From an optimization exercise on the open Yosys and OpenROAD flow, aimed at small area and a short achievable clock period; shortcuts taken in it are not production practice.
In this exercise RTL edits were held to simulation tests only and were not proved equivalent to the original.

## flow/design.v (module list and top-level ports; edited modules follow where they fit)
// module Algorithmic_Multiplier: 4922 lines
// module Full_Adder: 4 lines
// module Half_Adder: 4 lines
// module Or_Gate: 3 lines
// module And_Gate: 3 lines
module Algorithmic_Multiplier(
    input signed [15:0] b0, b1, b2, b3,
    input signed [15:0] x0, x1, x2, x3,
    input clk,
    output signed [15:0] y0, y1, y2, y3
);
  // ...
==> flow/flow/run.sh <==
#!/bin/bash
# Standard ORFS layout, with the port buffers chosen here (flow/ports.tcl) and timing repair
# aimed at a period well below the design's, so that it sizes the critical paths.
set -euo pipefail
W=$PWD
export DONT_BUFFER_PORTS=1
export PRE_GLOBAL_PLACE_TCL=$W/flow/ports.tcl
export SKIP_BUFFER_REMOVAL=1
export SETUP_SLACK_MARGIN=15.75
export CTS_ARGS="-sink_clustering_enable -repair_clock_nets -sink_clustering_size 25 -sink_clustering_max_diameter 80 -dont_use_dummy_load"
bash standard.sh > $W/standard_make.log 2>&1
==> flow/flow/ports.tcl <==
# Buffer every input and output port (as the standard flow does), with small buffers on the
# inputs and buf_2 on the outputs, and keep those buffers through timing repair.
# Synthesis' pass-through buffers (flip-flop to output port) go first.
remove_buffers
buffer_ports -inputs -buffer_cell sky130_fd_sc_hd__buf_1
buffer_ports -outputs -buffer_cell sky130_fd_sc_hd__buf_2
# connect the new buffers to the power grid before they are marked don't-touch
global_connect
set kept 0
foreach bt [[ord::get_db_block] getBTerms] {
  set net [$bt getNet]
  if {[$net getSigType] eq "CLOCK" || [$bt getName] eq "clk"} { continue }
  foreach it [$net getITerms] {
    set inst [$it getInst]
    if {[string match "sky130_fd_sc_hd__buf_*" [[$inst getMaster] getName]]} {
      $inst setDoNotTouch 1
      incr kept
    }
  }
}
puts "port buffers kept: $kept"
==> flow/standard.sh <==
#!/bin/bash
# synth_recipe.tcl (not shown) runs the flow's synth.tcl, then flattens the netlist and writes it again
# the make line also repeats each setting of config.mk as NAME=value (left out here)
make -C /OpenROAD-flow-scripts/flow DESIGN_CONFIG=/design/flow/config.mk WORK_HOME=/design/flow/orfs CLKGATE_MAP_FILE= SYNTH_SCRIPT=/design/flow/synth_recipe.tcl "${@:-finish}"
==> flow/config.mk <==
export PLATFORM = sky130hd
export DESIGN_NAME = Algorithmic_Multiplier
export DESIGN_NICKNAME = Algorithmic_Multiplier
export VERILOG_FILES = /design/flow/design.v
export SDC_FILE = /design/flow/constraint.sdc
export NUM_CORES = 4
export LEC_CHECK = 0
export CAP_MARGIN = 20
export CORE_MARGIN = 2
export CORE_UTILIZATION = 70
export CTS_CLUSTER_DIAMETER = 80
export CTS_CLUSTER_SIZE = 25
export SLEW_MARGIN = 20
export SYNTH_HIERARCHICAL = 1
export SYNTH_MINIMUM_KEEP_SIZE = 0
==> flow/constraint.sdc <==
create_clock -name core_clock -period 21.0 [get_ports {clk}]
set_input_delay 4.2000 -clock core_clock [delete_from_list [all_inputs] [get_ports {clk}]]
set_output_delay 4.2000 -clock core_clock [all_outputs]
set_load 0.01 [all_outputs]
==> flow_metrics.tcl, run 1 <==
set metrics [dict create \
    status "no timing/DRC/antenna violations" \
    hold_buffers 0 \
    dp.cells 4356 \
    synth_top_area_share_pct 49.0 \
    htree_levels 2 \
    crit_chain "buf_2" \
    hold_start "n4878_r1" \
    grt_max_degree 60 \
    rows 90 \
    nNonClkBuffers 244 \
    design.seq.count 590 \
    die_w_um 252 \
    nNetsFinal 4852 \
    cts_resized 115 \
    required_ps 16800 \
    core_sq_um 60500 \
    routabilityCongestion 0.998 \
    syn-cell-area_sq_um 42900 \
    die_area_sq_um 63300 \
    grt.busiest_layer "met2" \
    fill_cells 3876 \
    grt-ovfl-total 0 \
    fin_skew_ps 53.4 \
    post-route-worst-setup-slack_ps 15730 \
    final_cell_mix "1017 x nand2_1, 932 x fa_1, 491 x dfxtp_1, 252 x xnor2_1, 180 x inv_1" \
    numCtsBuffers 38 \
    die_h_um 252 \
    yosysWarnings 7 \
    setup_viol 0 \
    yosysMostFrequentCell "fa_1" \
    dr_wl_met3_um 11500 \
    ctsRootBufferMaster "clkbuf_16" \
    multi_input_area_share_pct 65.4 \
]
==> inputs of run 2 (changes only) <==
--- a/flow/design.v
+++ b/flow/design.v
@@ -149,10 +149,30 @@
     reg x1258_r1;
     reg x1260_r2;
+    reg p1261_r1;
+    reg x1381_r1;
+    reg x1387_r1;
+    reg x1387_r2;
+    reg x1396_r1;
+    reg x1396_r2;
+    reg x1408_r1;
+    reg x1408_r2;
+    reg x1423_r1;
+    reg x1423_r2;
+    reg x1441_r1;
+    reg x1441_r2;
+    reg x1462_r1;
+    reg x1462_r2;
+    reg x1486_r1;
+    reg x1486_r2;
+    reg x1513_r1;
+    reg x1513_r2;
     reg oc1514_r1;
     reg fc1538_r1;
     reg fs1540_r1;
     reg fc1541_r1;
+    reg x1543_r2;
     reg fs1570_r1;
     reg fc1571_r1;
+    reg x1576_r2;
     reg fs1606_r1;
     reg fc1607_r1;
@@ -169,9 +189,4 @@
     reg fs1764_r1;
     reg fc1765_r1;
-    reg n1767_r1;
-    reg n1771_r1;
-    reg n1775_r1;
-    reg n1779_r1;
-    reg n1783_r1;
     reg fs1812_r1;
     reg fs1815_r1;
@@ -181,9 +196,4 @@
     reg fs1871_r1;
     reg fc1872_r1;
-    reg n1874_r1;
-    reg n1878_r1;
-    reg n1882_r1;
-    reg n1886_r1;
-    reg n1890_r1;
     reg hs1895_r1;
     reg fs1898_r1;
@@ -212,5 +222,4 @@
     reg fc2015_r1;
     reg n2017_r1;
-    reg n2021_r1;
     reg fs2047_r1;
     reg fs2051_r1;
@@ -221,6 +230,4 @@
     reg fs2071_r1;
     reg fc2072_r1;
-    reg n2074_r1;
-    reg n2078_r1;
     reg fs2127_r1;
     reg fs2130_r1;
@@ -230,9 +237,4 @@
     reg fs2186_r1;
     reg fc2187_r1;
-    reg n2189_r1;
-    reg n2193_r1;
-    reg n2197_r1;
-    reg n2201_r1;
-    reg n2205_r1;
     reg fs2234_r1;
     reg fs2237_r1;
@@ -242,9 +244,4 @@
     reg fs2293_r1;
     reg fc2294_r1;
-    reg n2296_r1;
-    reg n2300_r1;
-    reg n2304_r1;
-    reg n2308_r1;
-    reg n2312_r1;
     reg hs2317_r1;
     reg fs2320_r1;
@@ -273,5 +270,4 @@
     reg fc2437_r1;
     reg n2439_r1;
-    reg n2443_r1;
     reg fs2469_r1;
     reg fs2473_r1;
@@ -282,6 +278,4 @@
     reg fs2493_r1;
     reg fc2494_r1;
-    reg n2496_r1;
-    reg n2500_r1;
     reg x2766_r2;
     reg fc2791_r2;
@@ -344,8 +338,10 @@
     reg fs4359_r2;
     reg fs4362_r2;
+    reg fc4363_r2;
+    reg fs4395_r2;
+    reg fs4398_r2;
     reg fs4401_r2;
-    reg fs4404_r2;
-    reg fc4405_r2;
     reg x4438_r2;
+    reg fs4460_r2;
     reg fs4463_r2;
     reg fc4464_r2;
@@ -353,5 +349,5 @@
     reg fs4518_r2;
     reg fc4519_r2;
-    reg n4521_r2;
+    reg fs4565_r2;
     reg fs4568_r2;
     reg fc4569_r2;
@@ -359,5 +355,4 @@
     reg fs4619_r2;
     reg fc4620_r2;
-    reg n4622_r2;
     reg fs4662_r2;
     reg fs4665_r2;
@@ -370,46 +365,23 @@
     reg x4736_r3;
     reg fs4749_r2;
-    reg fs4753_r2;
-    reg fc4754_r2;
-    reg n4756_r2;
+    reg fc4750_r2;
     reg x4789_r2;
     reg x4789_r3;
     reg fs4802_r2;
     reg fc4803_r2;
-    reg n4805_r2;
-    reg n4842_r1;
     reg fs4843_r2;
     reg fs4843_r3;
-    reg n4846_r1;
     reg fs4847_r2;
     reg fs4847_r3;
     reg fc4848_r2;
-    reg n4850_r1;
-    reg n4850_r2;
     reg fs4851_r3;
-    reg n4854_r1;
-    reg n4854_r2;
     reg fs4855_r3;
-    reg n4858_r1;
-    reg n4858_r2;
     reg fs4859_r3;
-    reg n4862_r1;
-    reg n4862_r2;
     reg fs4863_r3;
-    reg n4866_r1;
-    reg n4866_r2;
     reg fs4867_r3;
-    reg n4870_r1;
-    reg n4870_r2;
     reg fs4871_r3;
-    reg n4874_r1;
-    reg n4874_r2;
     reg fs4875_r3;
-    reg n4878_r1;
-    reg n4878_r2;
     reg fs4879_r3;
-    reg n4882_r2;
     reg fs4883_r3;
-    reg n4886_r2;
     reg fs4887_r3;
     reg k4896_r3;
@@ -1902,19 +1874,19 @@
     wire fs1764, fc1765;
     Full_Adder u1766 (.p(xr0[9]), .q(n1763), .cin(fc1761), .sum(fs1764), .cout(fc1765));
-    wire n1767 = ~xr1[10];
+    wire n1767 = ~xr1_10_r1;
     wire fs1768, fc1769;
-    Full_Adder u1770 (.p(xr0_10_r1), .q(n1767_r1), .cin(fc1765_r1), .sum(fs1768), .cout(fc1769));
-    wire n1771 = ~xr1[11];
+    Full_Adder u1770 (.p(xr0_10_r1), .q(n1767), .cin(fc1765_r1), .sum(fs1768), .cout(fc1769));
+    wire n1771 = ~xr1_11_r1;
     wire fs1772, fc1773;
-    Full_Adder u1774 (.p(xr0_11_r1), .q(n1771_r1), .cin(fc1769), .sum(fs1772), .cout(fc1773));
-    wire n1775 = ~xr1[12];
+    Full_Adder u1774 (.p(xr0_11_r1), .q(n1771), .cin(fc1769), .sum(fs1772), .cout(fc1773));
+    wire n1775 = ~xr1_12_r1;
     wire fs1776, fc1777;
-    Full_Adder u1778 (.p(xr0_12_r1), .q(n1775_r1), .cin(fc1773), .sum(fs1776), .cout(fc1777));
-    wire n1779 = ~xr1[13];
+    Full_Adder u1778 (.p(xr0_12_r1), .q(n1775), .cin(fc1773), .sum(fs1776), .cout(fc1777));
+    wire n1779 = ~xr1_13_r1;
     wire fs1780, fc1781;
-    Full_Adder u1782 (.p(xr0_13_r1), .q(n1779_r1), .cin(fc1777), .sum(fs1780), .cout(fc1781));
-    wire n1783 = ~xr1[14];
+    Full_Adder u1782 (.p(xr0_13_r1), .q(n1779), .cin(fc1777), .sum(fs1780), .cout(fc1781));
+    wire n1783 = ~xr1_14_r1;
     wire fs1784, fc1785;
-    Full_Adder u1786 (.p(xr0_14_r1), .q(n1783_r1), .cin(fc1781), .sum(fs1784), .cout(fc1785));
+    Full_Adder u1786 (.p(xr0_14_r1), .q(n1783), .cin(fc1781), .sum(fs1784), .cout(fc1785));
     wire x1787 = x1726_r1 ^ fc1785;
     wire hs1788, hc1789;
@@ -1980,19 +1952,19 @@
     wire fs1871, fc1872;
     Full_Adder u1873 (.p(xr2[9]), .q(n1870), .cin(fc1868), .sum(fs1871), .cout(fc1872));
-    wire n1874 = ~xr3[10];
+    wire n1874 = ~xr3_10_r1;
     wire fs1875, fc1876;
-    Full_Adder u1877 (.p(xr2_10_r1), .q(n1874_r1), .cin(fc1872_r1), .sum(fs1875), .cout(fc1876));
-    wire n1878 = ~xr3[11];
+    Full_Adder u1877 (.p(xr2_10_r1), .q(n1874), .cin(fc1872_r1), .sum(fs1875), .cout(fc1876));
+    wire n1878 = ~xr3_11_r1;
     wire fs1879, fc1880;
-    Full_Adder u1881 (.p(xr2_11_r1), .q(n1878_r1), .cin(fc1876), .sum(fs1879), .cout(fc1880));
-    wire n1882 = ~xr3[12];
+    Full_Adder u1881 (.p(xr2_11_r1), .q(n1878), .cin(fc1876), .sum(fs1879), .cout(fc1880));
+    wire n1882 = ~xr3_12_r1;
     wire fs1883, fc1884;
-    Full_Adder u1885 (.p(xr2_12_r1), .q(n1882_r1), .cin(fc1880), .sum(fs1883), .cout(fc1884));
-    wire n1886 = ~xr3[13];
+    Full_Adder u1885 (.p(xr2_12_r1), .q(n1882), .cin(fc1880), .sum(fs1883), .cout(fc1884));
+    wire n1886 = ~xr3_13_r1;
     wire fs1887, fc1888;
-    Full_Adder u1889 (.p(xr2_13_r1), .q(n1886_r1), .cin(fc1884), .sum(fs1887), .cout(fc1888));
-    wire n1890 = ~xr3[14];
+    Full_Adder u1889 (.p(xr2_13_r1), .q(n1886), .cin(fc1884), .sum(fs1887), .cout(fc1888));
+    wire n1890 = ~xr3_14_r1;
     wire fs1891, fc1892;
-    Full_Adder u1893 (.p(xr2_14_r1), .q(n1890_r1), .cin(fc1888), .sum(fs1891), .cout(fc1892));
+    Full_Adder u1893 (.p(xr2_14_r1), .q(n1890), .cin(fc1888), .sum(fs1891), .cout(fc1892));
     wire x1894 = x1833_r1 ^ fc1892;
     wire hs1895, hc1896;
@@ -2085,7 +2057,7 @@
     wire fs2018, fc2019;
     Full_Adder u2020 (.p(fs1705_r1), .q(n2017_r1), .cin(fc2015_r1), .sum(fs2018), .cout(fc2019));
-    wire n2021 = ~fs1815;
+    wire n2021 = ~fs1815_r1;
     wire fs2022, fc2023;
-    Full_Adder u2024 (.p(fs1708_r1), .q(n2021_r1), .cin(fc2019), .sum(fs2022), .cout(fc2023));
+    Full_Adder u2024 (.p(fs1708_r1), .q(n2021), .cin(fc2019), .sum(fs2022), .cout(fc2023));
     wire n2025 = ~fs1818;
     wire fs2026, fc2027;
@@ -2125,10 +2097,10 @@
     wire fs2071, fc2072;
     Full_Adder u2073 (.p(fs1756), .q(n2070), .cin(fc2068), .sum(fs2071), .cout(fc2072));
-    wire n2074 = ~fs1867;
+    wire n2074 = ~fs1867_r1;
     wire fs2075, fc2076;
-    Full_Adder u2077 (.p(fs1760_r1), .q(n2074_r1), .cin(fc2072_r1), .sum(fs2075), .cout(fc2076));
-    wire n2078 = ~fs1871;
+    Full_Adder u2077 (.p(fs1760_r1), .q(n2074), .cin(fc2072_r1), .sum(fs2075), .cout(fc2076));
+    wire n2078 = ~fs1871_r1;
     wire fs2079, fc2080;
-    Full_Adder u2081 (.p(fs1764_r1), .q(n2078_r1), .cin(fc2076), .sum(fs2079), .cout(fc2080));
+    Full_Adder u2081 (.p(fs1764_r1), .q(n2078), .cin(fc2076), .sum(fs2079), .cout(fc2080));
     wire n2082 = ~fs1875;
     wire fs2083, fc2084;
@@ -2209,19 +2181,19 @@
     wire fs2186, fc2187;
     Full_Adder u2188 (.p(br0[9]), .q(n2185), .cin(fc2183), .sum(fs2186), .cout(fc2187));
-    wire n2189 = ~br1[10];
+    wire n2189 = ~br1_10_r1;
     wire fs2190, fc2191;
-    Full_Adder u2192 (.p(br0_10_r1), .q(n2189_r1), .cin(fc2187_r1), .sum(fs2190), .cout(fc2191));
-    wire n2193 = ~br1[11];
+    Full_Adder u2192 (.p(br0_10_r1), .q(n2189), .cin(fc2187_r1), .sum(fs2190), .cout(fc2191));
+    wire n2193 = ~br1_11_r1;
     wire fs2194, fc2195;
-    Full_Adder u2196 (.p(br0_11_r1), .q(n2193_r1), .cin(fc2191), .sum(fs2194), .cout(fc2195));
-    wire n2197 = ~br1[12];
+    Full_Adder u2196 (.p(br0_11_r1), .q(n2193), .cin(fc2191), .sum(fs2194), .cout(fc2195));
+    wire n2197 = ~br1_12_r1;
     wire fs2198, fc2199;
-    Full_Adder u2200 (.p(br0_12_r1), .q(n2197_r1), .cin(fc2195), .sum(fs2198), .cout(fc2199));
-    wire n2201 = ~br1[13];
+    Full_Adder u2200 (.p(br0_12_r1), .q(n2197), .cin(fc2195), .sum(fs2198), .cout(fc2199));
+    wire n2201 = ~br1_13_r1;
     wire fs2202, fc2203;
-    Full_Adder u2204 (.p(br0_13_r1), .q(n2201_r1), .cin(fc2199), .sum(fs2202), .cout(fc2203));
-    wire n2205 = ~br1[14];
+    Full_Adder u2204 (.p(br0_13_r1), .q(n2201), .cin(fc2199), .sum(fs2202), .cout(fc2203));
+    wire n2205 = ~br1_14_r1;
     wire fs2206, fc2207;
-    Full_Adder u2208 (.p(br0_14_r1), .q(n2205_r1), .cin(fc2203), .sum(fs2206), .cout(fc2207));
+    Full_Adder u2208 (.p(br0_14_r1), .q(n2205), .cin(fc2203), .sum(fs2206), .cout(fc2207));
     wire x2209 = x2148_r1 ^ fc2207;
     wire hs2210, hc2211;
@@ -2287,19 +2259,19 @@
     wire fs2293, fc2294;
     Full_Adder u2295 (.p(br2[9]), .q(n2292), .cin(fc2290), .sum(fs2293), .cout(fc2294));
-    wire n2296 = ~br3[10];
+    wire n2296 = ~br3_10_r1;
     wire fs2297, fc2298;
-    Full_Adder u2299 (.p(br2_10_r1), .q(n2296_r1), .cin(fc2294_r1), .sum(fs2297), .cout(fc2298));
-    wire n2300 = ~br3[11];
+    Full_Adder u2299 (.p(br2_10_r1), .q(n2296), .cin(fc2294_r1), .sum(fs2297), .cout(fc2298));
+    wire n2300 = ~br3_11_r1;
     wire fs2301, fc2302;
-    Full_Adder u2303 (.p(br2_11_r1), .q(n2300_r1), .cin(fc2298), .sum(fs2301), .cout(fc2302));
-    wire n2304 = ~br3[12];
+    Full_Adder u2303 (.p(br2_11_r1), .q(n2300), .cin(fc2298), .sum(fs2301), .cout(fc2302));
+    wire n2304 = ~br3_12_r1;
     wire fs2305, fc2306;
-    Full_Adder u2307 (.p(br2_12_r1), .q(n2304_r1), .cin(fc2302), .sum(fs2305), .cout(fc2306));
-    wire n2308 = ~br3[13];
+    Full_Adder u2307 (.p(br2_12_r1), .q(n2304), .cin(fc2302), .sum(fs2305), .cout(fc2306));
+    wire n2308 = ~br3_13_r1;
     wire fs2309, fc2310;
-    Full_Adder u2311 (.p(br2_13_r1), .q(n2308_r1), .cin(fc2306), .sum(fs2309), .cout(fc2310));
-    wire n2312 = ~br3[14];
+    Full_Adder u2311 (.p(br2_13_r1), .q(n2308), .cin(fc2306), .sum(fs2309), .cout(fc2310));
+    wire n2312 = ~br3_14_r1;
     wire fs2313, fc2314;
-    Full_Adder u2315 (.p(br2_14_r1), .q(n2312_r1), .cin(fc2310), .sum(fs2313), .cout(fc2314));
+    Full_Adder u2315 (.p(br2_14_r1), .q(n2312), .cin(fc2310), .sum(fs2313), .cout(fc2314));
     wire x2316 = x2255_r1 ^ fc2314;
     wire hs2317, hc2318;
@@ -2392,7 +2364,7 @@
     wire fs2440, fc2441;
     Full_Adder u2442 (.p(fs2127_r1), .q(n2439_r1), .cin(fc2437_r1), .sum(fs2440), .cout(fc2441));
-    wire n2443 = ~fs2237;
+    wire n2443 = ~fs2237_r1;
     wire fs2444, fc2445;
-    Full_Adder u2446 (.p(fs2130_r1), .q(n2443_r1), .cin(fc2441), .sum(fs2444), .cout(fc2445));
+    Full_Adder u2446 (.p(fs2130_r1), .q(n2443), .cin(fc2441), .sum(fs2444), .cout(fc2445));
     wire n2447 = ~fs2240;
     wire fs2448, fc2449;
@@ -2432,10 +2404,10 @@
     wire fs2493, fc2494;
     Full_Adder u2495 (.p(fs2178), .q(n2492), .cin(fc2490), .sum(fs2493), .cout(fc2494));
-    wire n2496 = ~fs2289;
+    wire n2496 = ~fs2289_r1;
     wire fs2497, fc2498;
-    Full_Adder u2499 (.p(fs2182_r1), .q(n2496_r1), .cin(fc2494_r1), .sum(fs2497), .cout(fc2498));
-    wire n2500 = ~fs2293;
+    Full_Adder u2499 (.p(fs2182_r1), .q(n2496), .cin(fc2494_r1), .sum(fs2497), .cout(fc2498));
+    wire n2500 = ~fs2293_r1;
     wire fs2501, fc2502;
-    Full_Adder u2503 (.p(fs2186_r1), .q(n2500_r1), .cin(fc2498), .sum(fs2501), .cout(fc2502));
+    Full_Adder u2503 (.p(fs2186_r1), .q(n2500), .cin(fc2498), .sum(fs2501), .cout(fc2502));
     wire n2504 = ~fs2297;
     wire fs2505, fc2506;
@@ -3843,7 +3815,7 @@
     Full_Adder u4217 (.p(fs4209), .q(p3986), .cin(p4063), .sum(fs4215), .cout(fc4216));
     wire fs4218, fc4219;
-    Full_Adder u4220 (.p(fc4189), .q(p3971), .cin(p4070), .sum(fs4218), .cout(fc4219));
+    Full_Adder u4220 (.p(fc4189), .q(fs4212), .cin(p3971), .sum(fs4218), .cout(fc4219));
     wire fs4221, fc4222;
-    Full_Adder u4223 (.p(fc4192), .q(fs4212), .cin(fs4215), .sum(fs4221), .cout(fc4222));
+    Full_Adder u4223 (.p(p4070), .q(fc4192), .cin(fs4215), .sum(fs4221), .cout(fc4222));
     wire fs4224, fc4225;
     Full_Adder u4226 (.p(fc4195), .q(fs4218), .cin(fs4221), .sum(fs4224), .cout(fc4225));
@@ -3866,5 +3838,5 @@
     Full_Adder u4250 (.p(fs4239), .q(p3972), .cin(p4077), .sum(fs4248), .cout(fc4249));
     wire fs4251, fc4252;
-    Full_Adder u4253 (.p(fc4219), .q(fs4242), .cin(fc4222), .sum(fs4251), .cout(fc4252));
+    Full_Adder u4253 (.p(fs4242), .q(fc4219), .cin(fc4222), .sum(fs4251), .cout(fc4252));
     wire fs4254, fc4255;
     Full_Adder u4256 (.p(fs4245), .q(fs4248), .cin(fc4225), .sum(fs4254), .cout(fc4255));
@@ -3881,9 +3853,9 @@
     Full_Adder u4271 (.p(p4015), .q(p4065), .cin(fc4237), .sum(fs4269), .cout(fc4270));
     wire fs4272, fc4273;
-    Full_Adder u4274 (.p(p4002), .q(p4072), .cin(fc4240), .sum(fs4272), .cout(fc4273));
+    Full_Adder u4274 (.p(fs4266), .q(p4002), .cin(p4072), .sum(fs4272), .cout(fc4273));
     wire fs4275, fc4276;
-    Full_Adder u4277 (.p(fs4266), .q(p3988), .cin(p4078), .sum(fs4275), .cout(fc4276));
+    Full_Adder u4277 (.p(fc4240), .q(fc4243), .cin(fs4269), .sum(fs4275), .cout(fc4276));
     wire fs4278, fc4279;
-    Full_Adder u4280 (.p(fc4243), .q(fs4269), .cin(fc4246), .sum(fs4278), .cout(fc4279));
+    Full_Adder u4280 (.p(p3988), .q(p4078), .cin(fc4246), .sum(fs4278), .cout(fc4279));
     wire fs4281, fc4282;
     Full_Adder u4283 (.p(fs4272), .q(p3973), .cin(p4083), .sum(fs4281), .cout(fc4282));
@@ -3908,7 +3880,7 @@
     Full_Adder u4310 (.p(p4003), .q(p4079), .cin(fc4273), .sum(fs4308), .cout(fc4309));
     wire fs4311, fc4312;
-    Full_Adder u4313 (.p(fs4302), .q(p3989), .cin(p4084), .sum(fs4311), .cout(fc4312));
+    Full_Adder u4313 (.p(fs4302), .q(fc4276), .cin(fs4305), .sum(fs4311), .cout(fc4312));
     wire fs4314, fc4315;
-    Full_Adder u4316 (.p(fc4276), .q(fs4305), .cin(fc4279), .sum(fs4314), .cout(fc4315));
+    Full_Adder u4316 (.p(p3989), .q(p4084), .cin(fc4279), .sum(fs4314), .cout(fc4315));
     wire fs4317, fc4318;
     Full_Adder u4319 (.p(fs4308), .q(p3974), .cin(p4088), .sum(fs4317), .cout(fc4318));
@@ -3929,9 +3901,9 @@
     Full_Adder u4340 (.p(p4029), .q(p4074), .cin(fc4300), .sum(fs4338), .cout(fc4339));
     wire fs4341, fc4342;
-    Full_Adder u4343 (.p(p4017), .q(p4080), .cin(fc4303), .sum(fs4341), .cout(fc4342));
+    Full_Adder u4343 (.p(fs4335), .q(p4017), .cin(p4080), .sum(fs4341), .cout(fc4342));
     wire fs4344, fc4345;
-    Full_Adder u4346 (.p(fs4335), .q(fs4338), .cin(p4004), .sum(fs4344), .cout(fc4345));
+    Full_Adder u4346 (.p(fc4303), .q(fs4338), .cin(fc4306), .sum(fs4344), .cout(fc4345));
     wire fs4347, fc4348;
-    Full_Adder u4349 (.p(p4085), .q(fc4306), .cin(fc4309), .sum(fs4347), .cout(fc4348));
+    Full_Adder u4349 (.p(p4004), .q(p4085), .cin(fc4309), .sum(fs4347), .cout(fc4348));
     wire fs4350, fc4351;
     Full_Adder u4352 (.p(fs4341), .q(p3990), .cin(p4089), .sum(fs4350), .cout(fc4351));
@@ -3960,7 +3932,7 @@
     Full_Adder u4385 (.p(p4018), .q(p4086), .cin(fc4342), .sum(fs4383), .cout(fc4384));
     wire fs4386, fc4387;
-    Full_Adder u4388 (.p(fs4377), .q(fs4380), .cin(p4005), .sum(fs4386), .cout(fc4387));
+    Full_Adder u4388 (.p(fs4377), .q(fs4380), .cin(fc4345), .sum(fs4386), .cout(fc4387));
     wire fs4389, fc4390;
-    Full_Adder u4391 (.p(p4090), .q(fc4345), .cin(fc4348), .sum(fs4389), .cout(fc4390));
+    Full_Adder u4391 (.p(p4005), .q(p4090), .cin(fc4348), .sum(fs4389), .cout(fc4390));
     wire fs4392, fc4393;
     Full_Adder u4394 (.p(fs4383), .q(p3991), .cin(p4093), .sum(fs4392), .cout(fc4393));
@@ -3972,7 +3944,7 @@
     Full_Adder u4403 (.p(fc4357), .q(fs4392), .cin(fc4360), .sum(fs4401), .cout(fc4402));
     wire fs4404, fc4405;
-    Full_Adder u4406 (.p(fs4395), .q(fs4398), .cin(fc4363), .sum(fs4404), .cout(fc4405));
+    Full_Adder u4406 (.p(fs4395_r2), .q(fs4398_r2), .cin(fc4363_r2), .sum(fs4404), .cout(fc4405));
     wire fs4407, fc4408;
-    Full_Adder u4409 (.p(fs4401_r2), .q(fs4404_r2), .cin(fc4366), .sum(fs4407), .cout(fc4408));
+    Full_Adder u4409 (.p(fs4401_r2), .q(fs4404), .cin(fc4366), .sum(fs4407), .cout(fc4408));
     wire x4410 = ~(oc4369 ^ fs4407);
     wire oc4411;
@@ -3991,6 +3963,6 @@
     wire x4424 = x4421 ^ fc4384;
     wire x4425 = x4422 ^ x4423;
-    wire x4426 = p4006 ^ p4094;
-    wire x4427 = x4424 ^ fc4387;
+    wire x4426 = x4424 ^ p4006;
+    wire x4427 = p4094 ^ fc4387;
     wire x4428 = x4425 ^ fc4390;
     wire x4429 = x4426 ^ x4427;
@@ -4004,5 +3976,5 @@
     wire x4437 = x4435 ^ fc4402;
     wire x4438 = x4436 ^ x4437;
-    wire x4439 = fc4405_r2 ^ x4438_r2;
+    wire x4439 = x4438_r2 ^ fc4405;
     wire x4440 = x4439 ^ fc4408;
     wire x4441 = x4440 ^ oc4411;
@@ -4065,7 +4037,7 @@
     wire fs4518, fc4519;
     Full_Adder u4520 (.p(n4517), .q(x3221), .cin(fc4515), .sum(fs4518), .cout(fc4519));
-    wire n4521 = ~x2766;
+    wire n4521 = ~x2766_r2;
     wire fs4522, fc4523;
-    Full_Adder u4524 (.p(n4521_r2), .q(x3245_r2), .cin(fc4519_r2), .sum(fs4522), .cout(fc4523));
+    Full_Adder u4524 (.p(n4521), .q(x3245_r2), .cin(fc4519_r2), .sum(fs4522), .cout(fc4523));
     wire n4525 = ~x2793_r2;
     wire fs4526, fc4527;
@@ -4138,7 +4110,7 @@
     wire fs4619, fc4620;
     Full_Adder u4621 (.p(n4618), .q(x4179), .cin(fc4616), .sum(fs4619), .cout(fc4620));
-    wire n4622 = ~x3724;
+    wire n4622 = ~x3724_r2;
     wire fs4623, fc4624;
-    Full_Adder u4625 (.p(n4622_r2), .q(x4203_r2), .cin(fc4620_r2), .sum(fs4623), .cout(fc4624));
+    Full_Adder u4625 (.p(n4622), .q(x4203_r2), .cin(fc4620_r2), .sum(fs4623), .cout(fc4624));
     wire n4626 = ~x3751_r2;
     wire fs4627, fc4628;
@@ -4232,13 +4204,13 @@
     wire fs4749, fc4750;
     Full_Adder u4751 (.p(n4748), .q(fs4562), .cin(fc4746), .sum(fs4749), .cout(fc4750));
-    wire n4752 = ~fs4460;
+    wire n4752 = ~fs4460_r2;
     wire fs4753, fc4754;
-    Full_Adder u4755 (.p(n4752), .q(fs4565), .cin(fc4750), .sum(fs4753), .cout(fc4754));
-    wire n4756 = ~fs4463;
+    Full_Adder u4755 (.p(n4752), .q(fs4565_r2), .cin(fc4750_r2), .sum(fs4753), .cout(fc4754));
+    wire n4756 = ~fs4463_r2;
     wire fs4757, fc4758;
-    Full_Adder u4759 (.p(n4756_r2), .q(fs4568_r2), .cin(fc4754_r2), .sum(fs4757), .cout(fc4758));
+    Full_Adder u4759 (.p(n4756), .q(fs4568_r2), .cin(fc4754), .sum(fs4757), .cout(fc4758));
     wire n4760 = ~fs4466;
     wire fs4761, fc4762;
-    Full_Adder u4763 (.p(fc4758), .q(fs4571), .cin(n4760), .sum(fs4761), .cout(fc4762));
+    Full_Adder u4763 (.p(fs4571), .q(n4760), .cin(fc4758), .sum(fs4761), .cout(fc4762));
     wire n4764 = ~fs4469;
     wire fs4765, fc4766;
@@ -4273,7 +4245,7 @@
     wire fs4802, fc4803;
     Full_Adder u4804 (.p(fs4510), .q(n4801), .cin(fc4799), .sum(fs4802), .cout(fc4803));
-    wire n4805 = ~fs4615;
+    wire n4805 = ~fs4615_r2;
     wire fs4806, fc4807;
-    Full_Adder u4808 (.p(fs4514_r2), .q(n4805_r2), .cin(fc4803_r2), .sum(fs4806), .cout(fc4807));
+    Full_Adder u4808 (.p(fs4514_r2), .q(n4805), .cin(fc4803_r2), .sum(fs4806), .cout(fc4807));
     wire n4809 = ~fs4619_r2;
     wire fs4810, fc4811;
@@ -4301,40 +4273,40 @@
     Full_Adder u4840 (.p(fs4546), .q(n4837), .cin(fc4835), .sum(fs4838), .cout(fc4839));
     wire x4841 = x4734 ^ fc4839;
-    wire n4842 = ~p1261;
+    wire n4842 = ~p1261_r1;
     wire fs4843, fc4844;
-    Full_Adder u4845 (.p(n4842_r1), .q(fs4653), .cin(fs4656), .sum(fs4843), .cout(fc4844));
-    wire n4846 = ~x1381;
+    Full_Adder u4845 (.p(n4842), .q(fs4653), .cin(fs4656), .sum(fs4843), .cout(fc4844));
+    wire n4846 = ~x1381_r1;
     wire fs4847, fc4848;
-    Full_Adder u4849 (.p(n4846_r1), .q(fs4659), .cin(fc4844), .sum(fs4847), .cout(fc4848));
-    wire n4850 = ~x1387;
+    Full_Adder u4849 (.p(n4846), .q(fs4659), .cin(fc4844), .sum(fs4847), .cout(fc4848));
+    wire n4850 = ~x1387_r2;
     wire fs4851, fc4852;
-    Full_Adder u4853 (.p(n4850_r2), .q(fs4662_r2), .cin(fc4848_r2), .sum(fs4851), .cout(fc4852));
-    wire n4854 = ~x1396;
+    Full_Adder u4853 (.p(n4850), .q(fs4662_r2), .cin(fc4848_r2), .sum(fs4851), .cout(fc4852));
+    wire n4854 = ~x1396_r2;
     wire fs4855, fc4856;
-    Full_Adder u4857 (.p(n4854_r2), .q(fs4665_r2), .cin(fc4852), .sum(fs4855), .cout(fc4856));
-    wire n4858 = ~x1408;
+    Full_Adder u4857 (.p(n4854), .q(fs4665_r2), .cin(fc4852), .sum(fs4855), .cout(fc4856));
+    wire n4858 = ~x1408_r2;
     wire fs4859, fc4860;
-    Full_Adder u4861 (.p(n4858_r2), .q(fs4668), .cin(fc4856), .sum(fs4859), .cout(fc4860));
-    wire n4862 = ~x1423;
+    Full_Adder u4861 (.p(n4858), .q(fs4668), .cin(fc4856), .sum(fs4859), .cout(fc4860));
+    wire n4862 = ~x1423_r2;
     wire fs4863, fc4864;
-    Full_Adder u4865 (.p(n4862_r2), .q(fs4671), .cin(fc4860), .sum(fs4863), .cout(fc4864));
-    wire n4866 = ~x1441;
+    Full_Adder u4865 (.p(n4862), .q(fs4671), .cin(fc4860), .sum(fs4863), .cout(fc4864));
+    wire n4866 = ~x1441_r2;
     wire fs4867, fc4868;
-    Full_Adder u4869 (.p(n4866_r2), .q(fs4674), .cin(fc4864), .sum(fs4867), .cout(fc4868));
-    wire n4870 = ~x1462;
+    Full_Adder u4869 (.p(n4866), .q(fs4674), .cin(fc4864), .sum(fs4867), .cout(fc4868));
+    wire n4870 = ~x1462_r2;
     wire fs4871, fc4872;
-    Full_Adder u4873 (.p(n4870_r2), .q(fs4677), .cin(fc4868), .sum(fs4871), .cout(fc4872));
-    wire n4874 = ~x1486;
+    Full_Adder u4873 (.p(n4870), .q(fs4677), .cin(fc4868), .sum(fs4871), .cout(fc4872));
+    wire n4874 = ~x1486_r2;
     wire fs4875, fc4876;
-    Full_Adder u4877 (.p(n4874_r2), .q(fs4680), .cin(fc4872), .sum(fs4875), .cout(fc4876));
-    wire n4878 = ~x1513;
+    Full_Adder u4877 (.p(n4874), .q(fs4680), .cin(fc4872), .sum(fs4875), .cout(fc4876));
+    wire n4878 = ~x1513_r2;
     wire fs4879, fc4880;
-    Full_Adder u4881 (.p(n4878_r2), .q(fs4683), .cin(fc4876), .sum(fs4879), .cout(fc4880));
-    wire n4882 = ~x1543;
+    Full_Adder u4881 (.p(n4878), .q(fs4683), .cin(fc4876), .sum(fs4879), .cout(fc4880));
+    wire n4882 = ~x1543_r2;
     wire fs4883, fc4884;
-    Full_Adder u4885 (.p(n4882_r2), .q(fs4686), .cin(fc4880), .sum(fs4883), .cout(fc4884));
-    wire n4886 = ~x1576;
+    Full_Adder u4885 (.p(n4882), .q(fs4686), .cin(fc4880), .sum(fs4883), .cout(fc4884));
+    wire n4886 = ~x1576_r2;
     wire fs4887, fc4888;
-    Full_Adder u4889 (.p(n4886_r2), .q(fs4689), .cin(fc4884), .sum(fs4887), .cout(fc4888));
+    Full_Adder u4889 (.p(n4886), .q(fs4689), .cin(fc4884), .sum(fs4887), .cout(fc4888));
     wire k4890 = (~x1612_r2) ^ fc4888;
     wire k4891 = (~x1651_r2) ^ ((~x1612_r2) & fc4888);
@@ -4390,5 +4362,5 @@
     Full_Adder u4954 (.p(x547_r2), .q(fs4749_r2), .cin(fc4950_r2), .sum(fs4952), .cout(fc4953));
     wire fs4955, fc4956;
-    Full_Adder u4957 (.p(x556_r2), .q(fs4753_r2), .cin(fc4953), .sum(fs4955), .cout(fc4956));
+    Full_Adder u4957 (.p(x556_r2), .q(fc4953), .cin(fs4753), .sum(fs4955), .cout(fc4956));
     wire fs4958, fc4959;
     Full_Adder u4960 (.p(x568_r2), .q(fs4757), .cin(fc4956), .sum(fs4958), .cout(fc4959));
@@ -4427,5 +4399,5 @@
     Full_Adder u5003 (.p(x136_r2), .q(fc4999), .cin(fs4806), .sum(fs5001), .cout(fc5002));
     wire fs5004, fc5005;
-    Full_Adder u5006 (.p(x148_r2), .q(fs4810), .cin(fc5002), .sum(fs5004), .cout(fc5005));
+    Full_Adder u5006 (.p(x148_r2), .q(fc5002), .cin(fs4810), .sum(fs5004), .cout(fc5005));
     wire fs5007, fc5008;
     Full_Adder u5009 (.p(x163_r2), .q(fs4814), .cin(fc5005), .sum(fs5007), .cout(fc5008));
@@ -4592,10 +4564,30 @@
         x1258_r1 <= x1258;
         x1260_r2 <= x1260;
+        p1261_r1 <= p1261;
+        x1381_r1 <= x1381;
+        x1387_r1 <= x1387;
+        x1387_r2 <= x1387_r1;
+        x1396_r1 <= x1396;
+        x1396_r2 <= x1396_r1;
+        x1408_r1 <= x1408;
+        x1408_r2 <= x1408_r1;
+        x1423_r1 <= x1423;
+        x1423_r2 <= x1423_r1;
+        x1441_r1 <= x1441;
+        x1441_r2 <= x1441_r1;
+        x1462_r1 <= x1462;
+        x1462_r2 <= x1462_r1;
+        x1486_r1 <= x1486;
+        x1486_r2 <= x1486_r1;
+        x1513_r1 <= x1513;
+        x1513_r2 <= x1513_r1;
         oc1514_r1 <= oc1514;
         fc1538_r1 <= fc1538;
         fs1540_r1 <= fs1540;
         fc1541_r1 <= fc1541;
+        x1543_r2 <= x1543;
         fs1570_r1 <= fs1570;
         fc1571_r1 <= fc1571;
+        x1576_r2 <= x1576;
         fs1606_r1 <= fs1606;
         fc1607_r1 <= fc1607;
@@ -4612,9 +4604,4 @@
         fs1764_r1 <= fs1764;
         fc1765_r1 <= fc1765;
-        n1767_r1 <= n1767;
-        n1771_r1 <= n1771;
-        n1775_r1 <= n1775;
-        n1779_r1 <= n1779;
-        n1783_r1 <= n1783;
         fs1812_r1 <= fs1812;
         fs1815_r1 <= fs1815;
@@ -4624,9 +4611,4 @@
         fs1871_r1 <= fs1871;
         fc1872_r1 <= fc1872;
-        n1874_r1 <= n1874;
-        n1878_r1 <= n1878;
-        n1882_r1 <= n1882;
-        n1886_r1 <= n1886;
-        n1890_r1 <= n1890;
         hs1895_r1 <= hs1895;
         fs1898_r1 <= fs1898;
@@ -4655,5 +4637,4 @@
         fc2015_r1 <= fc2015;
         n2017_r1 <= n2017;
-        n2021_r1 <= n2021;
         fs2047_r1 <= fs2047;
         fs2051_r1 <= fs2051;
@@ -4664,6 +4645,4 @@
         fs2071_r1 <= fs2071;
         fc2072_r1 <= fc2072;
-        n2074_r1 <= n2074;
-        n2078_r1 <= n2078;
         fs2127_r1 <= fs2127;
         fs2130_r1 <= fs2130;
@@ -4673,9 +4652,4 @@
         fs2186_r1 <= fs2186;
         fc2187_r1 <= fc2187;
-        n2189_r1 <= n2189;
-        n2193_r1 <= n2193;
-        n2197_r1 <= n2197;
-        n2201_r1 <= n2201;
-        n2205_r1 <= n2205;
         fs2234_r1 <= fs2234;
         fs2237_r1 <= fs2237;
@@ -4685,9 +4659,4 @@
         fs2293_r1 <= fs2293;
         fc2294_r1 <= fc2294;
-        n2296_r1 <= n2296;
-        n2300_r1 <= n2300;
-        n2304_r1 <= n2304;
-        n2308_r1 <= n2308;
-        n2312_r1 <= n2312;
         hs2317_r1 <= hs2317;
         fs2320_r1 <= fs2320;
@@ -4716,5 +4685,4 @@
         fc2437_r1 <= fc2437;
         n2439_r1 <= n2439;
-        n2443_r1 <= n2443;
         fs2469_r1 <= fs2469;
         fs2473_r1 <= fs2473;
@@ -4725,6 +4693,4 @@
         fs2493_r1 <= fs2493;
         fc2494_r1 <= fc2494;
-        n2496_r1 <= n2496;
-        n2500_r1 <= n2500;
         x2766_r2 <= x2766;
         fc2791_r2 <= fc2791;
@@ -4787,8 +4753,10 @@
         fs4359_r2 <= fs4359;
         fs4362_r2 <= fs4362;
+        fc4363_r2 <= fc4363;
+        fs4395_r2 <= fs4395;
+        fs4398_r2 <= fs4398;
         fs4401_r2 <= fs4401;
-        fs4404_r2 <= fs4404;
-        fc4405_r2 <= fc4405;
         x4438_r2 <= x4438;
+        fs4460_r2 <= fs4460;
         fs4463_r2 <= fs4463;
         fc4464_r2 <= fc4464;
@@ -4796,5 +4764,5 @@
         fs4518_r2 <= fs4518;
         fc4519_r2 <= fc4519;
-        n4521_r2 <= n4521;
+        fs4565_r2 <= fs4565;
         fs4568_r2 <= fs4568;
         fc4569_r2 <= fc4569;
@@ -4802,5 +4770,4 @@
         fs4619_r2 <= fs4619;
         fc4620_r2 <= fc4620;
-        n4622_r2 <= n4622;
         fs4662_r2 <= fs4662;
         fs4665_r2 <= fs4665;
@@ -4813,46 +4780,23 @@
         x4736_r3 <= x4736_r2;
         fs4749_r2 <= fs4749;
-        fs4753_r2 <= fs4753;
-        fc4754_r2 <= fc4754;
-        n4756_r2 <= n4756;
+        fc4750_r2 <= fc4750;
         x4789_r2 <= x4789;
         x4789_r3 <= x4789_r2;
         fs4802_r2 <= fs4802;
         fc4803_r2 <= fc4803;
-        n4805_r2 <= n4805;
-        n4842_r1 <= n4842;
         fs4843_r2 <= fs4843;
         fs4843_r3 <= fs4843_r2;
-        n4846_r1 <= n4846;
         fs4847_r2 <= fs4847;
         fs4847_r3 <= fs4847_r2;
         fc4848_r2 <= fc4848;
-        n4850_r1 <= n4850;
-        n4850_r2 <= n4850_r1;
         fs4851_r3 <= fs4851;
-        n4854_r1 <= n4854;
-        n4854_r2 <= n4854_r1;
         fs4855_r3 <= fs4855;
-        n4858_r1 <= n4858;
-        n4858_r2 <= n4858_r1;
         fs4859_r3 <= fs4859;
-        n4862_r1 <= n4862;
-        n4862_r2 <= n4862_r1;
         fs4863_r3 <= fs4863;
-        n4866_r1 <= n4866;
-        n4866_r2 <= n4866_r1;
         fs4867_r3 <= fs4867;
-        n4870_r1 <= n4870;
-        n4870_r2 <= n4870_r1;
         fs4871_r3 <= fs4871;
-        n4874_r1 <= n4874;
-        n4874_r2 <= n4874_r1;
         fs4875_r3 <= fs4875;
-        n4878_r1 <= n4878;
-        n4878_r2 <= n4878_r1;
         fs4879_r3 <= fs4879;
-        n4882_r2 <= n4882;
         fs4883_r3 <= fs4883;
-        n4886_r2 <= n4886;
         fs4887_r3 <= fs4887;
         k4896_r3 <= k4896;
--- a/flow/flow/run.sh
+++ b/flow/flow/run.sh
@@ -7,5 +7,5 @@
 export PRE_GLOBAL_PLACE_TCL=$W/flow/ports.tcl
 export SKIP_BUFFER_REMOVAL=1
-export SETUP_SLACK_MARGIN=15.75
+export SETUP_SLACK_MARGIN=15.7
 export CTS_ARGS="-sink_clustering_enable -repair_clock_nets -sink_clustering_size 25 -sink_clustering_max_diameter 80 -dont_use_dummy_load"
 bash standard.sh > $W/standard_make.log 2>&1
--- a/flow/flow/ports.tcl
+++ b/flow/flow/ports.tcl
@@ -1,8 +1,8 @@
 # Buffer every input and output port (as the standard flow does), with small buffers on the
-# inputs and buf_2 on the outputs, and keep those buffers through timing repair.
+# inputs and a stronger one on the outputs, and keep those buffers through timing repair.
 # Synthesis' pass-through buffers (flip-flop to output port) go first.
 remove_buffers
 buffer_ports -inputs -buffer_cell sky130_fd_sc_hd__buf_1
-buffer_ports -outputs -buffer_cell sky130_fd_sc_hd__buf_2
+buffer_ports -outputs -buffer_cell sky130_fd_sc_hd__buf_4
 # connect the new buffers to the power grid before they are marked don't-touch
 global_connect
==> flow_metrics.tcl, run 2 <==
set metrics [dict create \
    gr-usage-met2_pct 59.6 \
    required_ps 16800 \
    ys_async_sr_fraction_pct 0 \
    rr_worst_depth 15 \
    ys_seq_area_share_pct 26.5 \
    drive_gt1_share_pct 8.72 \
    status "no timing/DRC/antenna violations" \
    antenna_found_initial 11 \
    clk_path_buf_depth 3 \
    drt_iter0_markers 2314 \
    critPathArrivalTime_ps 1130 \
    synth_common_cells "1051 x fa_1, 1019 x nand2_1, 562 x dfxtp_1" \
    synth_top_area_cell "fa_1" \
    crit_chain "buf_4" \
    grt.busiest_layer "met2" \
    synth_top_area_share_pct 49.6 \
    fin_skew_ps 65.0 \
    layout.cells.most_common "nand2_1" \
    yosysMostFrequentCell "fa_1" \
    clkSinkCount 562 \
    routed-via-count 25700 \
    hold_buffers 0 \
    dp.cells 4342 \
    ant_nets 0 \
    clk_pin_slew_ps 90 \
    ios 193 \
    start_kind "flip-flop" \
    die_h_um 250 \
    clk_latency_ps 600 \
    min_period_ps 5330 \
    area_growth_pct 6.39 \
    wl_per_cell_um 25.3 \
    synthFlopType "dfxtp_1" \
    nNetsFinal 4820 \
    port_buffers 192 \
    path_class "flip-flop to output pin" \
    rows 90 \
    synth-edff-count 0 \
    setup_viol 0 \
    worst-path-stages 1 \
    fmax_ghz 0.188 \
    drc 0 \
    routed_via_density 5.84 \
    end_kind "output pin" \
    whs_path_depth 0 \
    synthTopCellsByArea "fa_1 50%, dfxtp_1 27%, nand2_1 9.0%" \
    relSlewSlack_pct 39.9 \
    cpLargestDelayFamily "flip-flops" \
    yosysWarnings 7 \
    ctsRootBufferMaster "clkbuf_16" \
    first_global_vias 29200 \
    cts_tree "yes" \
    htree_levels 2 \
    path_buf_inv 1 \
    die_w_um 250 \
    hold_path.class "flip-flop to flip-flop" \
    die_area_sq_um 62600 \
    numCtsBuffers 37 \
    grt_pass1_wl_um 170000 \
    min_period_over_period_pct 25.4 \
    finalHoldViolCount 0 \
    max_stage_delay_ps 410 \
    wirelength_um 112000 \
    grt_use_total_pct 37.5 \
    grt_use_met3_pct 8.19 \
    grt_max_degree 58 \
    syn-cell-area_sq_um 42400 \
    dp_hpwl_um 91700 \
    fin_setup_tns_ps 0 \
    final_cell_mix "1018 x nand2_1, 977 x fa_1, 491 x dfxtp_1, 269 x xnor2_1, 194 x inv_1" \
    routabilityCongestion 0.953 \
    use_met1_pct 46.5 \
    core_sq_um 60100 \
    tightest_slew_ps 900 \
    worstPathMaxFanout 1 \
    fin_cells 4410 \
    grt-ovfl-total 0 \
    avgSynthCellArea_sq_um 11.9 \
    rsz0062_at_grt "yes" \
    firstDrtPassIters 7 \
    syn_nets 4764 \
    synth_seq_cells 562 \
    syn-instance-count 3570 \
    maxCapViolations 0 \
    netlist-cell-type-count 20 \
    maxSlewViolCount 0 \
    start_util_pct 70.5 \
    slowest_stage "dfxtp_4" \
]
[run 2: logic make-up (layout without fill, tap and decap cells)]
kind of cell | count (synthesis) | after routing | synth area share, %
and+or+nand+nor | 1150 | 1150 | 10.9
buffers and inverters | 406 | 460 | 4.16
muxes | 8 | 8 | 0.189
other | 0 | 4 | 0
DFF | 562 | 562 | 26.5
adders and majority gates | 1065 | 1065 | 50.0
xor gates and xnor gates | 379 | 379 | 8.14
[run 2: area by class of cell]
cell class	instances	area, sq um
tap	782	978
multi-input combinational	2602	29800
inverter	194	728
clock buffer	37	926
timing repair buffer	229	1270
antenna	4	10.0
fill	4014	15000
sequential	562	11400
[run 2: path summary, 6_finish.rpt]
kind                            startpoint  slack, ps         to
worst min-delay path             fs4995_r2        310  fs4995_r3
worst max-delay path              k5036_r3      15670     y3[15]
worst max register to register   fc2437_r1      15760   x3959_r2
worst min register to register   fs4995_r2        310  fs4995_r3
[run 2: layer usage]
metal | part of all wire (%) | routed length [um]
met1 | 35 | 38800
met2 | 47 | 53000
met3 | 9.4 | 10600
met4 | 8.4 | 9360
met5 | 0.036 | 40
[run 2: per-stage QoR]
step | utilization, % | hold slack [ps] | setup WS, ps | instance area [sq um]
6_report | 75.0 | 314 | 15670 | 45100
5_1_grt | 75.0 | 321 | 15620 | 45100
4_1_cts | 74.0 | 318 | 15620 | 44500
3_5_place_dp | 72.1 | 312 | 15470 | 43400
3_3_place_gp | 72.1 | 312 | 15550 | 43400
2_1_floorplan | - | 310 | 15920 | 42400
[run 2: per-module statistics from Yosys (local to each module, per instance)]
module                  flops+latches  cell area [sq um]  cells  copies in the design
Half_Adder                          0               12.5      1                     6
Algorithmic_Multiplier            562              20500   2392                     1
Or_Gate                             0               6.26      1                   121
Full_Adder                          0               20.0      1                  1051
[run 2: timing repair]
action,CTS,global route
setup endpoints to repair,13,19
pin swaps,3,29
setup buffers,2,25
gates resized for setup,66,143
==> inputs of run 3 (changes only) <==
--- a/flow/flow/run.sh
+++ b/flow/flow/run.sh
@@ -7,5 +7,5 @@
 export PRE_GLOBAL_PLACE_TCL=$W/flow/ports.tcl
 export SKIP_BUFFER_REMOVAL=1
-export SETUP_SLACK_MARGIN=15.7
+export SETUP_SLACK_MARGIN=15.75
 export CTS_ARGS="-sink_clustering_enable -repair_clock_nets -sink_clustering_size 25 -sink_clustering_max_diameter 80 -dont_use_dummy_load"
 bash standard.sh > $W/standard_make.log 2>&1
==> flow_metrics.tcl, run 3 <==
set metrics [dict create \
    status "no timing/DRC/antenna violations" \
    firstDrtPassIters 6 \
    regToRegSetupSlack_ps 15750 \
    crit_chain "buf_4" \
    cts_tree "yes" \
    synth_common_cells "1051 x fa_1, 1019 x nand2_1, 562 x dfxtp_1" \
    wl_met2_um 53700 \
    path_buf_inv 1 \
    numCtsBuffers 37 \
    core_sq_um 60100 \
    finalHoldViolCount 0 \
    synthTopCellsByArea "fa_1 50%, dfxtp_1 27%, nand2_1 9.0%" \
    fmax_ghz 0.188 \
    dr_wl_met3_um 10600 \
    relSlewSlack_pct 38.7 \
    critPathArrivalTime_ps 1120 \
    worst-path-stages 1 \
    cpLargestDelayFamily "flip-flops" \
    hold_path.class "flip-flop to flip-flop" \
    start_kind "flip-flop" \
    grt_use_total_pct 37.5 \
    clk_latency_ps 600 \
    avgSynthCellArea_sq_um 11.9 \
    maxSlewViolCount 0 \
    synth-edff-count 0 \
    yosysMostFrequentCell "fa_1" \
    synth_seq_cells 562 \
    max_stage_delay_ps 400 \
    first_global_vias 29300 \
    required_ps 16800 \
    fill_cells 3991 \
    setup_viol 0 \
    met1_length_um 39000 \
    ys_seq_area_share_pct 26.5 \
    dp_hpwl_um 91700 \
    area_growth_pct 6.83 \
    synth_top_area_cell "fa_1" \
    ios 193 \
    die_h_um 250 \
    r2r_end "k4990_r3" \
    routabilityCongestion 0.953 \
    antenna_found_initial 7 \
    grt-ovfl-total 0 \
    netlist-cell-type-count 20 \
    ant_nets 0 \
    hold_start "fs4995_r2" \
    cp-endpoint "y3[13]" \
    rr_worst_depth 14 \
    fin_skew_ps 62.9 \
    fin_setup_tns_ps 0 \
    clkSinkCount 562 \
    rows 90 \
    grt_pass1_wl_um 170000 \
    nNetsFinal 4831 \
    hold-worst-slack_ps 313 \
    drt_iter0_markers 2432 \
    syn_nets 4764 \
    synth_top_area_share_pct 49.6 \
    routed_via_density 5.87 \
    synthFlopType "dfxtp_1" \
    top_layer "met5" \
    htree_levels 2 \
    r2r-start "fs3293_r2" \
    end_kind "output pin" \
    ys_async_sr_fraction_pct 0 \
    syn-cell-area_sq_um 42400 \
    clk_pin_slew_ps 90 \
    wirelength_um 112000 \
    drive_gt1_share_pct 10.0 \
    worstPathMaxFanout 1 \
    clk_path_buf_depth 3 \
    wl_per_cell_um 25.4 \
    maxCapViolations 0 \
    yosysWarnings 7 \
    min_period_ps 5320 \
    layout.cells.most_common "nand2_1" \
    port_buffers 192 \
    ctsRootBufferMaster "clkbuf_16" \
    min_period_over_period_pct 25.3 \
    die_w_um 250 \
    tightest_slew_ps 918 \
    worstSetupStartpoint "k5034_r3" \
    syn-instance-count 3570 \
    rsz0062_at_grt "yes" \
    routed-via-count 25900 \
    final_cell_mix "1017 x nand2_1, 954 x fa_1, 483 x dfxtp_1, 267 x xnor2_1, 192 x inv_1" \
    path_class "flip-flop to output pin" \
    grt_max_degree 58 \
    start_util_pct 70.5 \
    die_area_sq_um 62600 \
    slowest_stage "dfxtp_4" \
    drc 0 \
]
run 3: logic make-up (layout without fill, tap and decap cells):
| kind of cell | count (synthesis) | in the layout | synth area share (%) |
|---|---|---|---|
| XOR/XNOR | 379 | 379 | 8.14 |
| flip-flops | 562 | 562 | 26.5 |
| adder cells (fa/ha/maj) | 1065 | 1065 | 50.0 |
| other | 0 | 2 | 0 |
| multiplexers | 8 | 8 | 0.189 |
| buffers and inverters | 406 | 471 | 4.16 |
| AND/OR/NAND/NOR | 1150 | 1150 | 10.9 |
run 3: what timing repair did:
action | CTS | global route
hold buffers | 0 | 0
pin swaps | 10 | 45
endpoints found under the setup margin | 44 | 45
setup buffers | 5 | 33
gates cloned | 0 | 0
resized for setup | 93 | 156
run 3: Yosys stat by module, one instance, submodules excluded:
module,copies in the design,flip-flops and latches,cell area [sq um],cells
Algorithmic_Multiplier,1,562,20500,2392
Full_Adder,1051,0,20.0,1
Half_Adder,6,0,12.5,1
Or_Gate,121,0,6.26,1
run 3: layout make-up:
type	instances	area [sq um]	area share, %
multi-input combinational	2602	29900	65.9
sequential	562	11400	25.3
timing repair buffer	240	1350	2.99
tap	782	978	2.16
clock buffer	37	926	2.04
inverter	194	728	1.61
antenna	2	5.00	0.0110
run 3: stage by stage:
step,utilization (%),instance area (sq um),setup WS [ps],instances
floorplan,-,42400,15920,3570
global placement,72.1,43400,15550,4342
detailed placement,72.1,43400,15470,4342
CTS,74.2,44600,15640,4384
global route,75.3,45300,15620,4417
finish,75.3,45300,15680,4419
run 3: how the worst min path moves through the flow:
stage / end / slack, ps / cells after the start
2_1_floorplan: fs4695_r3 / 310 / 0
3_3_place_gp: x1513_r2 / 310 / 0
3_5_place_dp: x1486_r2 / 310 / 0
4_1_cts: fs4995_r3 / 310 / 0
5_1_grt: fs4995_r3 / 310 / 0
6_report: fs4995_r3 / 310 / 0
run 3: layer usage:
layer,GRT usage [%],up-vias
met5,0,-
met4,25.1,2
met3,7.75,390
met2,60.0,1593
met1,46.7,13500
li1,-,10500
==> inputs of run 4 (changes only) <==
--- a/flow/flow/run.sh
+++ b/flow/flow/run.sh
@@ -8,4 +8,4 @@
 export SKIP_BUFFER_REMOVAL=1
 export SETUP_SLACK_MARGIN=15.75
-export CTS_ARGS="-sink_clustering_enable -repair_clock_nets -sink_clustering_size 25 -sink_clustering_max_diameter 80 -dont_use_dummy_load"
+export CTS_ARGS="-sink_clustering_enable -repair_clock_nets -sink_clustering_size 20 -sink_clustering_max_diameter 60 -dont_use_dummy_load -sink_clustering_buffer sky130_fd_sc_hd__clkbuf_8"
 bash standard.sh > $W/standard_make.log 2>&1
==> flow_metrics.tcl, run 4 <==
set metrics [dict create \
    required_ps 16800 \
    die_w_um 250 \
    fill_cells 4037 \
    firstDrtPassIters 8 \
    start_kind "flip-flop" \
    cpLargestDelayFamily "flip-flops" \
    min_period_ps 5320 \
    critPathArrivalTime_ps 1120 \
    whs_path_depth 0 \
    path_class "flip-flop to output pin" \
    die_h_um 250 \
    clk_pin_slew_ps 110 \
    synthFlopType "dfxtp_1" \
    synth_common_cells "1051 x fa_1, 1019 x nand2_1, 562 x dfxtp_1" \
    synth_top_area_share_pct 49.6 \
    drive_gt1_share_pct 10.6 \
    fin_skew_ps 83.4 \
    ios 193 \
    wl_per_cell_um 25.3 \
    clkSinkCount 562 \
    grt_use_total_pct 37.4 \
    cts_tree "yes" \
    final_cell_mix "1017 x nand2_1, 948 x fa_1, 474 x dfxtp_1, 268 x xnor2_1, 194 x inv_1" \
    synth_seq_cells 562 \
    routed_via_density 5.86 \
    clk_path_buf_depth 3 \
    regToRegSetupSlack_ps 15760 \
    path_buf_inv 1 \
    relSlewSlack_pct 36.6 \
    yosysWarnings 7 \
    drc 0 \
    dp_hpwl_um 91700 \
    syn-instance-count 3570 \
    fin_cells 4433 \
    rsz0062_at_grt "yes" \
    routabilityCongestion 0.953 \
    drt_iter0_markers 2249 \
    max_stage_delay_ps 410 \
    grt_pass1_wl_um 170000 \
    rows 90 \
    netlist-cell-type-count 20 \
    fin_setup_tns_ps 0 \
    avgSynthCellArea_sq_um 11.9 \
    worstPathMaxFanout 1 \
    routed-via-count 26000 \
    setup_viol 0 \
    antenna_found_initial 13 \
    maxCapViolations 0 \
    grt_max_degree 58 \
    end_kind "output pin" \
    htree_levels 2 \
    maxSlewViolCount 0 \
    nNetsFinal 4843 \
    first_global_vias 29300 \
    tightest_slew_ps 949 \
    area_growth_pct 6.39 \
    r2r_end "x3959_r2" \
    status "no timing/DRC/antenna violations" \
    min_period_over_period_pct 25.3 \
    ys_seq_area_share_pct 26.5 \
    start_util_pct 70.5 \
    ctsRootBufferMaster "clkbuf_16" \
    syn_nets 4764 \
    synthTopCellsByArea "fa_1 50%, dfxtp_1 27%, nand2_1 9.0%" \
    synth-edff-count 0 \
    wirelength_um 112000 \
    synth_top_area_cell "fa_1" \
    numCtsBuffers 47 \
    grt-ovfl-total 0 \
    dp.cells 4342 \
    fmax_ghz 0.188 \
    die_area_sq_um 62600 \
    ant_nets 0 \
    crit_chain "buf_4" \
    min_to "x673_r2" \
    slowest_stage "dfxtp_4" \
    port_buffers 192 \
    hold_path.class "flip-flop to flip-flop" \
    rr_worst_depth 15 \
    yosysMostFrequentCell "fa_1" \
    syn-cell-area_sq_um 42400 \
    core_sq_um 60100 \
    hold_start "x673_r1" \
    clk_latency_ps 600 \
    ys_async_sr_fraction_pct 0 \
    layout.cells.most_common "nand2_1" \
    r2r-start "fs2420_r1" \
    finalHoldViolCount 0 \
]
[run 4: stage by stage]
| step | worst slack, ps | util [%] | hold slack [ps] | area, sq um |
|---|---|---|---|---|
| after global placement | 15550 | 72.1 | 312 | 43400 |
| final | 15680 | 75.0 | 318 | 45100 |
| after CTS | 15650 | 73.8 | 319 | 44400 |
| after global routing | 15620 | 75.0 | 325 | 45100 |
| after floorplan | 15920 | - | 310 | 42400 |
| after detailed placement | 15470 | 72.1 | 312 | 43400 |
[run 4: timing repair]
| action | in CTS | in global routing |
|---|---|---|
| pin swaps | 10 | 50 |
| setup endpoints to repair | 67 | 72 |
| setup buffers | 1 | 39 |
| resized for setup | 117 | 141 |
| hold buffers | 0 | 0 |
[run 4: per-module statistics from Yosys, one instance, submodules excluded]
module / cells inside / area, sq um / flip-flops and latches / copies in the design
Algorithmic_Multiplier: 2392 / 20500 / 562 / 1
Full_Adder: 1 / 20.0 / 0 / 1051
Half_Adder: 1 / 12.5 / 0 / 6
Or_Gate: 1 / 6.26 / 0 / 121
[run 4: worst max-delay path by stage]
| stage | from | cells past startpoint | end |
|---|---|---|---|
| after global routing | fs2814_r2 | 14 | k4990_r3 |
| after floorplan | fs2473_r1 | 16 | x4438_r2 |
| final | k5036_r3 | 1 | y3[15] |
| after global placement | fs2412_r1 | 15 | x3959_r2 |
| after CTS | k5036_r3 | 1 | y3[15] |
| after detailed placement | fs2412_r1 | 15 | x3959_r2 |
[run 4: cells by family (layout without fill, tap and decap cells)]
logic type | Yosys count | in the layout | synth area share, %
AND/OR/NAND/NOR | 1150 | 1150 | 10.9
adder cells (fa/ha/maj) | 1065 | 1065 | 50.0
flip-flops | 562 | 562 | 26.5
buffers and inverters | 406 | 483 | 4.16
XOR/XNOR | 379 | 379 | 8.14
multiplexers | 8 | 8 | 0.189
other | 0 | 4 | 0
[run 4: layer usage]
layer	vias up	global-route usage, %	wire (um)
met5	-	0	59
met4	10	25.8	9660
met3	406	8.90	11400
met2	1630	59.2	52800
met1	13400	46.0	38300
li1	10500	-	-
[run 4: layout make-up]
| cell class | instances | area, sq um | share of cell area [%] |
|---|---|---|---|
| Sequential cell | 562 | 11400 | 25.4 |
| Multi-Input combinational cell | 2602 | 29900 | 66.2 |
| Clock buffer | 47 | 703 | 1.56 |
| Timing Repair Buffer | 242 | 1370 | 3.03 |
| Antenna cell | 4 | 10.0 | 0.0222 |
| Inverter | 194 | 728 | 1.61 |
| Tap cell | 782 | 978 | 2.17 |

## re-timing with driven ports
No port has a modelled driver above. Below, the same layouts with a new extraction and two added sets of constraints. Step 1 sets driving cells, clkbuf_16 on the clock port and buf_2 on the other inputs (assumed; they add their load-dependent delay and slew). Step 2 times the ports against the registers' clock, not the clock port: input delays grow and output delays shrink by t, the midpoint of the rising clock arrivals with the driver on. Slacks: ideal / step 1 / step 2; pairs: ideal / step 1.
run	t (ns)	setup slack, ns	clock arrival spread, ns
run 1	0.631	15.729 / 15.663 / 15.855	0.053 / 0.054
run 2	0.635	15.674 / 15.606 / 15.756	0.065 / 0.065
run 3	0.635	15.678 / 15.610 / 15.752	0.063 / 0.063
run 4	0.629	15.681 / 15.613 / 15.763	0.084 / 0.083
After both steps every run listed still meets setup and hold.
